Source: an optimization exercise on an open RTL-to-GDS flow (aim: small area). Production flows keep margins and buffers that such runs may drop.
In this exercise RTL edits were held to simulation tests only and were not proved equivalent to the original.
No activity file was given, so power comes from the tool's default toggle rates.

==> module vga_drive, before the edit <==
module vga_drive(
    input clk, rst,
    input rgb_data,
    output hsync, vsync,
    output [2:0] vga_rgb,
    output [9:0] hpos,
    output [9:0] vpos,
    output line_end
);
reg [9:0] h;
reg [9:0] v;
reg [9:0] h_inc, v_inc;
reg       hc, vc;
integer   i, j;
always @* begin
    hc = 1'b1;
    for (i = 0; i < 10; i = i + 1) begin
        h_inc[i] = h[i] ^ hc;
        hc       = hc & h[i];
    end
end
always @* begin
    vc = &h;
    for (j = 0; j < 10; j = j + 1) begin
        v_inc[j] = v[j] ^ vc;
        vc       = vc & v[j];
    end
end
assign line_end = hc;    
wire v_wrap = ~v[9] & (&v[8:5]) & v[3] & v[1];
always @(posedge clk, posedge rst) begin
    if (rst)
        h <= 10'd224;
    else
        h <= h_inc | {2'b00, {3{line_end}}, 5'b00000};
end
wire v_load = line_end & v_wrap;
wire [9:0] v_next = (v_inc | {v_load, 4'b0000, v_load, 1'b0, v_load, 2'b00}) &
                    ~{4'b0000, v_load, 4'b0000, v_load};
always @(posedge clk, posedge rst) begin
    if (rst)
        v <= 10'd990;
    else
        v <= v_next;
end
assign hsync = h[9] | (h[8] & (h[7] | h[6]));
assign vsync = ~v[9] | v[5];
wire disp = (h[9] | (h[8] & (h[7] | (h[6] & h[5] & h[4])))) & ~(&h[9:4]) &
            ~v[9] & (|v[8:0]);
assign vga_rgb = {3{disp & rgb_data}};
assign hpos = h;
assign vpos = v;
endmodule
==> module pong, before the edit <==
module pong(
    input clk, rst,
    input [9:0] hpos, vpos,
    input line_end,
    input btn_up, btn_down,
    output reg rgb_data
);
reg [9:0] nbx;       
reg [8:0] nby;       
reg [8:0] py;        
reg       nx_dir, ny_dir;    
reg [1:0] lines;     
reg [2:0] tick_n;    
wire up, down;
debounce deb_up  (.clk(clk), .rst(rst), .in(btn_up),   .out(up));
debounce deb_down(.clk(clk), .rst(rst), .in(btn_down), .out(down));
function [10:0] sub10;
    input [9:0] a, b;
    integer k;
    reg c;
    begin
        c = 1'b1;
        for (k = 0; k < 10; k = k + 1) begin
            sub10[k] = a[k] ^ ~b[k] ^ c;
            c = (a[k] & ~b[k]) | (a[k] & c) | (~b[k] & c);
        end
        sub10[10] = ~c;
    end
endfunction
function [10:0] add10c;
    input [9:0] a, b;
    integer k;
    reg c;
    begin
        c = 1'b1;
        for (k = 0; k < 10; k = k + 1) begin
            add10c[k] = a[k] ^ b[k] ^ c;
            c = (a[k] & b[k]) | (a[k] & c) | (b[k] & c);
        end
        add10c[10] = c;
    end
endfunction
function ltc;
    input [9:0] a, c;
    integer k;
    begin
        ltc = 1'b0;
        for (k = 0; k < 10; k = k + 1)
            ltc = c[k] ? (~a[k] | ltc) : (~a[k] & ltc);
    end
endfunction
function [9:0] step10;
    input [9:0] a;
    input dn, en;
    integer k;
    reg t;
    begin
        t = en;
        for (k = 0; k < 10; k = k + 1) begin
            step10[k] = a[k] ^ t;
            t = t & (a[k] ^ dn);
        end
    end
endfunction
reg [9:0] tick_h;
always @* begin
    case (tick_n)
        3'd0: tick_h = 10'd323;
        3'd1: tick_h = 10'd423;
        3'd2: tick_h = 10'd523;
        3'd3: tick_h = 10'd623;
        3'd4: tick_h = 10'd723;
        3'd5: tick_h = 10'd823;
        3'd6: tick_h = 10'd923;
        default: tick_h = 10'd1023;
    endcase
end
wire tick = (&lines) && (&(hpos | ~tick_h));
always @(posedge clk, posedge rst) begin
    if (rst) begin
        lines  <= 2'd0;
        tick_n <= 3'd0;
    end else begin
        if (tick) begin
            tick_n <= step10({7'd0, tick_n}, 1'b0, 1'b1);
            lines  <= 2'd0;
        end else if (line_end && !(&lines))
            lines <= {lines[1] | lines[0], ~lines[0] | lines[1]};
    end
end
wire x0 = (hpos == 10'd367);
wire by_zero = &nby;
wire py_top  = ~|py;
wire py_bot  = py[8] & py[6] & py[5] & py[3];           
wire by_bot  = ~nby[8] & ~nby[7] & ~nby[6] & ~nby[3] & ~nby[2];    
wire [10:0] dx = add10c(hpos, nbx);                     
wire bx_wrap = ~ltc(nbx, 10'd657);
wire in_ball_x = ~|dx[9:5] & ltc({5'd0, dx[4:0]}, 10'd20) & ~bx_wrap;
wire [8:0] y_op = x0 ? py : vpos[8:0];
wire [10:0] dy = add10c({1'b0, y_op}, {1'b1, nby});     
wire dy_lo = ~|dy[9:5];
wire in_ball_y = x0 ? by_zero : (dy[10] & dy_lo & ltc({5'd0, dy[4:0]}, 10'd20));
wire hit = (dy[10] & dy_lo & ltc({5'd0, dy[4:0]}, 10'd21)) |
           (~dy[10] & (&dy[9:7]) & ~ltc({3'd0, dy[6:0]}, 10'd8));
wire [10:0] dp = add10c({1'b0, vpos[8:0]}, {1'b1, ~py});    
wire in_pad_y = x0 ? py_top : (dp[10] & ~|dp[9:7] & ltc({3'd0, dp[6:0]}, 10'd121));
wire in_pad_x = ltc(hpos, 10'd387) | ~ltc(hpos, 10'd987);
always @(posedge clk)
    rgb_data <= (in_ball_x & in_ball_y) | (in_pad_x & in_pad_y);
wire at_left  = (nbx == 10'd636);
wire at_right = (nbx == 10'd56);
always @(posedge clk, posedge rst) begin
    if (rst) begin
        nx_dir <= 1'b0;
        ny_dir <= 1'b0;
    end else begin
        if (x0 & hit) begin
            if (at_left)
                nx_dir <= 1'b0;
            else if (at_right)
                nx_dir <= 1'b1;
        end
        if (by_zero)
            ny_dir <= 1'b0;
        else if (by_bot)
            ny_dir <= 1'b1;
    end
end
wire p_up = tick & up & ~down & ~py_top;
wire p_dn = tick & down & ~up & ~py_bot;
always @(posedge clk, posedge rst) begin
    if (rst) begin
        nbx <= ~10'd687;
        nby <= ~9'd240;
        py  <= 9'd100;
    end else begin
        nbx <= step10(nbx, ~nx_dir, tick);
        nby <= step10({1'b0, nby}, ~ny_dir, tick);
        py  <= step10({1'b0, py}, p_up, p_up | p_dn);
    end
end
endmodule
==> flow/config.mk <==
export PLATFORM = sky130hd
export DESIGN_NAME = pong_top
export DESIGN_NICKNAME = pong_top
export VERILOG_FILES = /design/flow/design.v
export SDC_FILE = /design/flow/constraint.sdc
export NUM_CORES = 4
export LEC_CHECK = 0
export CAP_MARGIN = 20
export CORE_MARGIN = 2
export CORE_UTILIZATION = 60
export PLACE_DENSITY = 0.8
export SLEW_MARGIN = 20
==> flow/constraint.sdc <==
create_clock -name core_clock -period 10.0 [get_ports {clk}]
set_input_delay 2.0000 -clock core_clock [delete_from_list [all_inputs] [get_ports {clk}]]
set_output_delay 2.0000 -clock core_clock [all_outputs]
set_load 0.01 [all_outputs]
standard.sh (not shown) runs the stock make flow with config.mk's settings and CLKGATE_MAP_FILE= SYNTH_SCRIPT=/design/flow/synth_recipe.tcl, a recipe that flattens the netlist after the stock synthesis.
==> flow/flow/run.sh <==
#!/bin/bash
# Layout: the standard flow, with a smaller clock tree (no dummy loads)
# and single-strength port buffers. Each tool's output goes to flow.log.
set -euo pipefail
export CTS_ARGS="-sink_clustering_enable -repair_clock_nets -dont_use_dummy_load -buf_list sky130_fd_sc_hd__clkbuf_8 -sink_clustering_size 30 -sink_clustering_max_diameter 100"
export BUFFER_PORTS_ARGS="-buffer_cell sky130_fd_sc_hd__buf_1"
bash standard.sh > flow.log 2>&1
The baseline completed with no timing, DRC or antenna violations.
Next try:
--- a/flow/design.v
+++ b/flow/design.v
@@ -77,5 +77,5 @@
 end
 assign hsync = h[9] | (h[8] & (h[7] | h[6]));
-assign vsync = ~v[9] | v[5];
+assign vsync = ~(&v[9:6] & ~v[5] & (&v[4:1]));
 wire disp = (h[9] | (h[8] & (h[7] | (h[6] & h[5] & h[4])))) & ~(&h[9:4]) &
             ~v[9] & (|v[8:0]);
@@ -94,5 +94,5 @@
 reg [8:0] nby;       
 reg [8:0] py;        
-reg       nx_dir, ny_dir;    
+reg       x_dir, y_dir;
 reg [1:0] lines;     
 reg [2:0] tick_n;    
@@ -180,5 +180,5 @@
 wire by_bot  = ~nby[8] & ~nby[7] & ~nby[6] & ~nby[3] & ~nby[2];    
 wire [10:0] dx = add10c(hpos, nbx);                     
-wire bx_wrap = ~ltc(nbx, 10'd657);
+wire bx_wrap = ~ltc(nbx, 10'd657) & ltc(nbx, 10'd677);
 wire in_ball_x = ~|dx[9:5] & ltc({5'd0, dx[4:0]}, 10'd20) & ~bx_wrap;
 wire [8:0] y_op = x0 ? py : vpos[8:0];
@@ -197,17 +197,17 @@
 always @(posedge clk, posedge rst) begin
     if (rst) begin
-        nx_dir <= 1'b0;
-        ny_dir <= 1'b0;
+        x_dir <= 1'b1;
+        y_dir <= 1'b1;
     end else begin
         if (x0 & hit) begin
             if (at_left)
-                nx_dir <= 1'b0;
+                x_dir <= 1'b1;
             else if (at_right)
-                nx_dir <= 1'b1;
+                x_dir <= 1'b0;
         end
         if (by_zero)
-            ny_dir <= 1'b0;
+            y_dir <= 1'b1;
         else if (by_bot)
-            ny_dir <= 1'b1;
+            y_dir <= 1'b0;
     end
 end
@@ -220,6 +220,6 @@
         py  <= 9'd100;
     end else begin
-        nbx <= step10(nbx, ~nx_dir, tick);
-        nby <= step10({1'b0, nby}, ~ny_dir, tick);
+        nbx <= step10(nbx, x_dir, tick);
+        nby <= step10({1'b0, nby}, y_dir, tick);
         py  <= step10({1'b0, py}, p_up, p_up | p_dn);
     end
What happened: Cell area rose slightly. Utilization stays flat. Worst hold slack gets worse by 0.0084 ns. Sequential cell count is unchanged. Count of clock-buffer cells in the layout is unchanged. Total power went up slightly. Global-route usage falls by 0.23 points. Maximum frequency came out lower slightly. First-iteration DRC count rises by well over a third. Non-clock buffer count does not change.

[what the ideal ports hide]
The results above use ideal ports. As a check the final layouts listed here were re-extracted and re-timed, cells and wires unchanged.
Step 1 (the two cells are an assumption about what drives the block):
set clk [get_ports {clk}]
set_driving_cell -lib_cell sky130_fd_sc_hd__clkbuf_16 $clk
set_driving_cell -lib_cell sky130_fd_sc_hd__buf_2 [delete_from_list [all_inputs] $clk]
Step 2, shift: input delay + t, output delay - t, t = (earliest + latest rising clock arrival at the registers) / 2. This alone moves slack from input paths to output paths.
Slacks: ideal ports / drivers / drivers and shift; pairs: ideal ports / drivers.
run | shift t [ns] | slack for setup (ns) | worst setup path at the end
the first run | 0.379 | 4.111 / 4.111 / 4.111 | register to register
the second run | 0.374 | 3.991 / 3.991 / 3.991 | register to register
After both steps every run listed still meets setup and hold.
